This design comes from an exercise in tuning for small area, a short achievable clock period and few clock cycles on the open sky130 flow, not from production work.
The RTL of this run was laid out without a check of its function.

## flow/flow/run.sh

```bash
#!/bin/bash
set -euo pipefail
MARGIN=$(cat flow/margin.txt)
bash standard.sh \
  "SETUP_SLACK_MARGIN=$MARGIN" \
  "BUFFER_PORTS_ARGS=-buffer_cell sky130_fd_sc_hd__buf_1" \
  finish > standard.log 2>&1
```

## flow/constraint.sdc

```tcl
create_clock -name core_clock -period 10.0 [get_ports {clk}]
set_input_delay 2.0000 -clock core_clock [delete_from_list [all_inputs] [get_ports {clk}]]
set_output_delay 2.0000 -clock core_clock [all_outputs]
set_load 0.01 [all_outputs]
```

## flow/design.v

```verilog
module sqrt_u32(
        input             clk,
        input             rst_n,
        input             vld_in,
        input      [31:0] x,
        output reg        vld_out,
        output     [15:0] y
    );
    reg          busy;
    reg [3:0]    c;                         
    reg [16:0]   r;                         
    reg [12:0]   xh;                        
    reg [15:0]   z;                         
    assign y = z;
    function [32:0] step(input [32:0] rq, input [1:0] xx);
        reg [17:0] a;
        reg [17:0] b;
        reg [17:0] d;
        reg        s;
        begin
            s = rq[32];
            a = {rq[31:16], xx};
            b = {~s, rq[14:0] ^ {15{~s}}, 1'b1, s};
            d = a + b + {17'd0, ~s};
            step = {d[16:0], rq[14:0], ~d[17]};
        end
    endfunction
    function [7:0] first(input [5:0] top);
        begin
            case (top)
            6'd0: first = {5'd31, 3'd0};
            6'd1: first = {5'd0, 3'd1};
            6'd2: first = {5'd1, 3'd1};
            6'd3: first = {5'd2, 3'd1};
            6'd4: first = {5'd27, 3'd2};
            6'd5: first = {5'd28, 3'd2};
            6'd6: first = {5'd29, 3'd2};
            6'd7: first = {5'd30, 3'd2};
            6'd8: first = {5'd31, 3'd2};
            6'd9: first = {5'd0, 3'd3};
            6'd10: first = {5'd1, 3'd3};
            6'd11: first = {5'd2, 3'd3};
            6'd12: first = {5'd3, 3'd3};
            6'd13: first = {5'd4, 3'd3};
            6'd14: first = {5'd5, 3'd3};
            6'd15: first = {5'd6, 3'd3};
            6'd16: first = {5'd23, 3'd4};
            6'd17: first = {5'd24, 3'd4};
            6'd18: first = {5'd25, 3'd4};
            6'd19: first = {5'd26, 3'd4};
            6'd20: first = {5'd27, 3'd4};
            6'd21: first = {5'd28, 3'd4};
            6'd22: first = {5'd29, 3'd4};
            6'd23: first = {5'd30, 3'd4};
            6'd24: first = {5'd31, 3'd4};
            6'd25: first = {5'd0, 3'd5};
            6'd26: first = {5'd1, 3'd5};
            6'd27: first = {5'd2, 3'd5};
            6'd28: first = {5'd3, 3'd5};
            6'd29: first = {5'd4, 3'd5};
            6'd30: first = {5'd5, 3'd5};
            6'd31: first = {5'd6, 3'd5};
            6'd32: first = {5'd7, 3'd5};
            6'd33: first = {5'd8, 3'd5};
            6'd34: first = {5'd9, 3'd5};
            6'd35: first = {5'd10, 3'd5};
            6'd36: first = {5'd19, 3'd6};
            6'd37: first = {5'd20, 3'd6};
            6'd38: first = {5'd21, 3'd6};
            6'd39: first = {5'd22, 3'd6};
            6'd40: first = {5'd23, 3'd6};
            6'd41: first = {5'd24, 3'd6};
            6'd42: first = {5'd25, 3'd6};
            6'd43: first = {5'd26, 3'd6};
            6'd44: first = {5'd27, 3'd6};
            6'd45: first = {5'd28, 3'd6};
            6'd46: first = {5'd29, 3'd6};
            6'd47: first = {5'd30, 3'd6};
            6'd48: first = {5'd31, 3'd6};
            6'd49: first = {5'd0, 3'd7};
            6'd50: first = {5'd1, 3'd7};
            6'd51: first = {5'd2, 3'd7};
            6'd52: first = {5'd3, 3'd7};
            6'd53: first = {5'd4, 3'd7};
            6'd54: first = {5'd5, 3'd7};
            6'd55: first = {5'd6, 3'd7};
            6'd56: first = {5'd7, 3'd7};
            6'd57: first = {5'd8, 3'd7};
            6'd58: first = {5'd9, 3'd7};
            6'd59: first = {5'd10, 3'd7};
            6'd60: first = {5'd11, 3'd7};
            6'd61: first = {5'd12, 3'd7};
            6'd62: first = {5'd13, 3'd7};
            6'd63: first = {5'd14, 3'd7};
            default: first = 8'd0;
            endcase
        end
    endfunction
    wire [14:0] valid = {(c[3] & c[2]),
                     (c[3] & (c[2] | (c[1] & c[0]))),
                     (c[3] & (c[2] | c[1])),
                     (c[3] & (c[2] | (c[1] | c[0]))),
                     c[3],
                     (c[3] | (c[2] & (c[1] & c[0]))),
                     (c[3] | (c[2] & c[1])),
                     (c[3] | (c[2] & (c[1] | c[0]))),
                     (c[3] | c[2]),
                     (c[3] | (c[2] | (c[1] & c[0]))),
                     (c[3] | (c[2] | c[1])),
                     (c[3] | (c[2] | (c[1] | c[0]))),
                     1'b1,
                     1'b1,
                     1'b1};
    wire [7:0] ld = first(x[31:26]);
    reg [32:0] it;                          
    integer k;
    always @* begin
        it = {r, 1'b0, z[14:0] & valid};
        for (k = 0; k < 1; k = k + 1)
            it = step(it, {xh[12-k], z[15-k]});
    end
    always @(posedge clk or negedge rst_n) begin
        if (!rst_n) begin
            busy    <= 1'b0;
            vld_out <= 1'b0;
        end else begin
            vld_out <= busy && c == 4'd12;
            if (!busy)
                busy <= vld_in;
            else if (c == 4'd12)
                busy <= 1'b0;
        end
    end
    always @(posedge clk) begin
        if (!busy) begin
            r  <= {{12{ld[7]}}, ld[7:3]};
            xh <= {x[25], x[23], x[21], x[19], x[17], x[15], x[13], x[11], x[9], x[7], x[5], x[3], x[1]};
            z  <= {x[24], x[22], x[20], x[18], x[16], x[14], x[12], x[10], x[8], x[6], x[4], x[2], x[0], ld[2:0]};
            c  <= 4'd0;
        end else begin
            r  <= it[32:16];
            xh <= xh << 1;
            z  <= {z[14:0], it[0:0]};
            c  <= c + 4'd1;
        end
    end
endmodule
```

## flow/flow/margin.txt

```
7.0
```

## flow/standard.sh

```bash
#!/bin/bash
# synth_recipe.tcl (not shown) runs the flow's synth.tcl, then flattens the netlist and writes it again
# the make line also repeats each setting of config.mk as NAME=value (left out here)
make -C /OpenROAD-flow-scripts/flow DESIGN_CONFIG=/design/flow/config.mk WORK_HOME=/design/flow/orfs CLKGATE_MAP_FILE= SYNTH_SCRIPT=/design/flow/synth_recipe.tcl "${@:-finish}"
```

## flow/config.mk

```make
export PLATFORM = sky130hd
export DESIGN_NAME = sqrt_u32
export DESIGN_NICKNAME = sqrt_u32
export VERILOG_FILES = /design/flow/design.v
export SDC_FILE = /design/flow/constraint.sdc
export NUM_CORES = 4
export LEC_CHECK = 0
export CAP_MARGIN = 20
export CORE_MARGIN = 2
export CORE_UTILIZATION = 40
export SLEW_MARGIN = 20
```

==> results.yml <==
global_routing:
  grt_use_met3: 0.0332
  groute.usage.overall: 0.153
  use_met2: 0.250
  grt_max_degree: 65
  grt_overflow: 0
  grt_pass1_wl_microns: 9490
  grtUsageMet1: 0.204
  busiest_layer: "met2"
  antenna_found_initial: 0
  grt_pass1_vias: 2133
clock_tree:
  cts_tree: "built"
  cts-hold-fix-buffers: 0
  cts_inserted_buffers: 5
  clock_latency_ns: 0.31
  clockBufferDepth: 2
  numClockSinks: 52
  clockRootBuffer: "clkbuf_8"
  cts_max_level: 2
  clk_pin_slew_worst_paths_ns: 0.10
route:
  ant_nets: 0
  route.detailed.drc: 0
  firstDrtPassIters: 4
  vias: 2224
  wire_per_inst_microns: 13.2
  via_per_inst: 4.93
  wirelength_microns: 5940
  drt_iter0_drc: 57
floorplanning:
  die_y_microns: 89.0
  die-width_microns: 89.0
  ioPinCount: 52
  start_util: 0.418
  num_rows: 30
  core_sq_um: 6910
  die_area_sq_um: 7910
worst_setup_path:
  critPathLaunch: "x[26]"
  reg2reg_to: "r[16]"
  reg2reg_from: "c[1]"
  path_class: "in -> reg"
  crit_end: "r[14]"
  rr_worst_depth: 11
  reg2reg_slack_ns: 7.06
  start_kind: "primary input"
  path_max_fanout: 7
  critPathArrivalTime_ns: 3.25
  end_kind: "flip-flop"
  cp.required_ns: 10.21
run:
  cap_violations: 0
logic_synthesis:
  synth_edf_count: 0
  synth.top_cell.area_share: 0.347
  synth_area_sq_um: 2890
  syn_inst: 302
  synthTopCellsByCount: "50 x dfxtp_1, 26 x xnor2_1, 25 x mux2_2, 23 x ha_1, 19 x nor2_1"
  synthTopCellsByArea: "dfxtp_1 35%, ha_1 10%, mux2_2 9.7%, xnor2_1 7.9%, a21o_1 3.4%"
  synth_seq_area_share: 0.364
  synth_seq_cells: 52
  synth_ff_type: "dfxtp_1"
  syn_avg_cell_area_sq_um: 9.56
  syn_nets: 360
  synth_most_common_cell: "dfxtp_1"
  synthArstFlopShare: 0.0385
  yosys_warnings: 1
  synth_top_area_cell: "dfxtp_1"
  synth.distinct_cells: 47
sta:
  slew_headroom: 0.530
  setup_viol: 0
  holdWs_ns: 0.449
  fin_worst_skew_ns: 0.0145
  finalCriticalPeriod_ns: 3.04
  worst_slew_pin_slew_ns: 0.706
  layout_setup_ws_ns: 6.96
  rsz0062_at_grt: "true"
  max_freq_mhz: 329
  finalCritPeriodShare: 0.304
  hold_viol_final: 0
  finalSetupTns_ns: 0
  slew_viol_final: 0
finish:
  num_antenna_cells: 0
  syn2layout_area_growth_pct: 17.4
  final_util: 0.491
  stdcell_count: 451
  finalInstanceArea_sq_um: 3390
  nNetsFinal: 412
  drive_above_1_share: 0.180
  fill_cells: 699
placement:
  place_inst: 435
  hpwl_microns: 4350
  dpl_cell_area_sq_um: 3190
  gp_congestion: 0.787
  preCtsSetupSlack_ns: 6.18
  place.port_buffers: 51
hold_path:
  hold_class: "reg -> reg"
outcome:
  status: "complete, no violations"
-- cells in the final DEF (no fill, tap or decap), types with 5 or more instances in the layout --
| cell | count |
|---|---|
| a21o_1 | 13 |
| a21oi_1 | 14 |
| buf_1 | 47 |
| buf_4 | 7 |
| clkbuf_8 | 5 |
| dfxtp_1 | 46 |
| ha_1 | 21 |
| inv_1 | 9 |
| mux2_2 | 25 |
| mux2i_1 | 6 |
| nand2_1 | 17 |
| nor2_1 | 19 |
| nor2b_1 | 5 |
| o211ai_1 | 5 |
| o21ai_0 | 17 |
| xnor2_1 | 26 |
-- state kept, by name, summed over array words and instances (netlist names) --
name and cells:
c 4, busy 1, vld_out 1, r 17, z 16, xh 13
-- how the worst min path moves through the flow --
stage / depth (start not counted) / endpoint / start / slack (ns)
floorplan: 1 / xh[12] / xh[11] / 0.43
global placement: 1 / xh[10] / xh[9] / 0.44
detailed placement: 1 / xh[10] / xh[9] / 0.44
CTS: 1 / xh[10] / xh[9] / 0.46
global route: 1 / c[0] / c[0] / 0.47
finish: 1 / c[0] / c[0] / 0.45
-- cells by family (layout without fill, tap and decap cells) --
kind of cell               count (synthesis)  in the layout  synth area share
AOI/OAI and AO/OA                         72             72             0.176
xor gates and xnor gates                  30             30            0.0910
adders and majority gates                 23             23            0.0997
buffers and inverters                     27             80            0.0364
DFF                                       52             52             0.364
muxes                                     31             31             0.118
and+or+nand+nor                           67             67             0.115
-- routing by layer --
layer  routed length, microns  vias to the layer above  part of all wire
li1                         -                     1173                 -
met1                     2890                     1013              0.49
met2                     2820                       31              0.47
met3                      160                        7             0.027
met4                       70                        0             0.012
met5                        0                        -                 0
-- cell type report --
| type | count | area, sq um | share of cell area |
|---|---|---|---|
| well taps | 96 | 120 | 0.0354 |
| clock buffers | 6 | 72.6 | 0.0214 |
| inverters | 12 | 66.3 | 0.0196 |
| clock inverters | 2 | 16.3 | 0.00480 |
| multi-input cells | 223 | 1770 | 0.521 |
| flip-flops and latches | 52 | 1060 | 0.312 |
| repair buffers | 60 | 292 | 0.0860 |
-- timing repair --
item	4_1_cts	5_1_grt
setup endpoints to repair	14	13
gates resized for setup	13	9
endpoints found under the hold margin	0	0
pin swaps	5	6
setup buffers	6	2
-- worst max-delay path: stages --
cell and delay, ns:
buf_8 0.08, clkinv_4 0.04, ha_4 0.16, nand2b_4 0.07, a311o_1 0.22, a21oi_4 0.11, or3_1 0.38, mux2i_1 0.14
nor2_1 0.05

==> re-timing with driven ports <==
Ports are ideal in the flow. The routed layout listed here was re-timed in OpenROAD. Step 1 (the two cells are an assumption about what drives the block):
set clk [get_ports {clk}]
set_driving_cell -lib_cell sky130_fd_sc_hd__clkbuf_16 $clk
set_driving_cell -lib_cell sky130_fd_sc_hd__buf_2 [delete_from_list [all_inputs] $clk]
Step 2 times the ports against the registers' clock, not the clock port: input delays grow and output delays shrink by t, the midpoint of the rising clock arrivals with the driver on. a / b / c = ideal ports / drivers / drivers and shift; a / b = the first two.
t (ns): 0.330
setup slack, ns: 6.959 / 6.934 / 6.604
hold slack, ns: 0.449 / 0.449 / 0.449
After both steps setup and hold are still met in this run. The setup slack of this run moves by -0.025 ns with the drivers and by -0.355 ns with both steps.
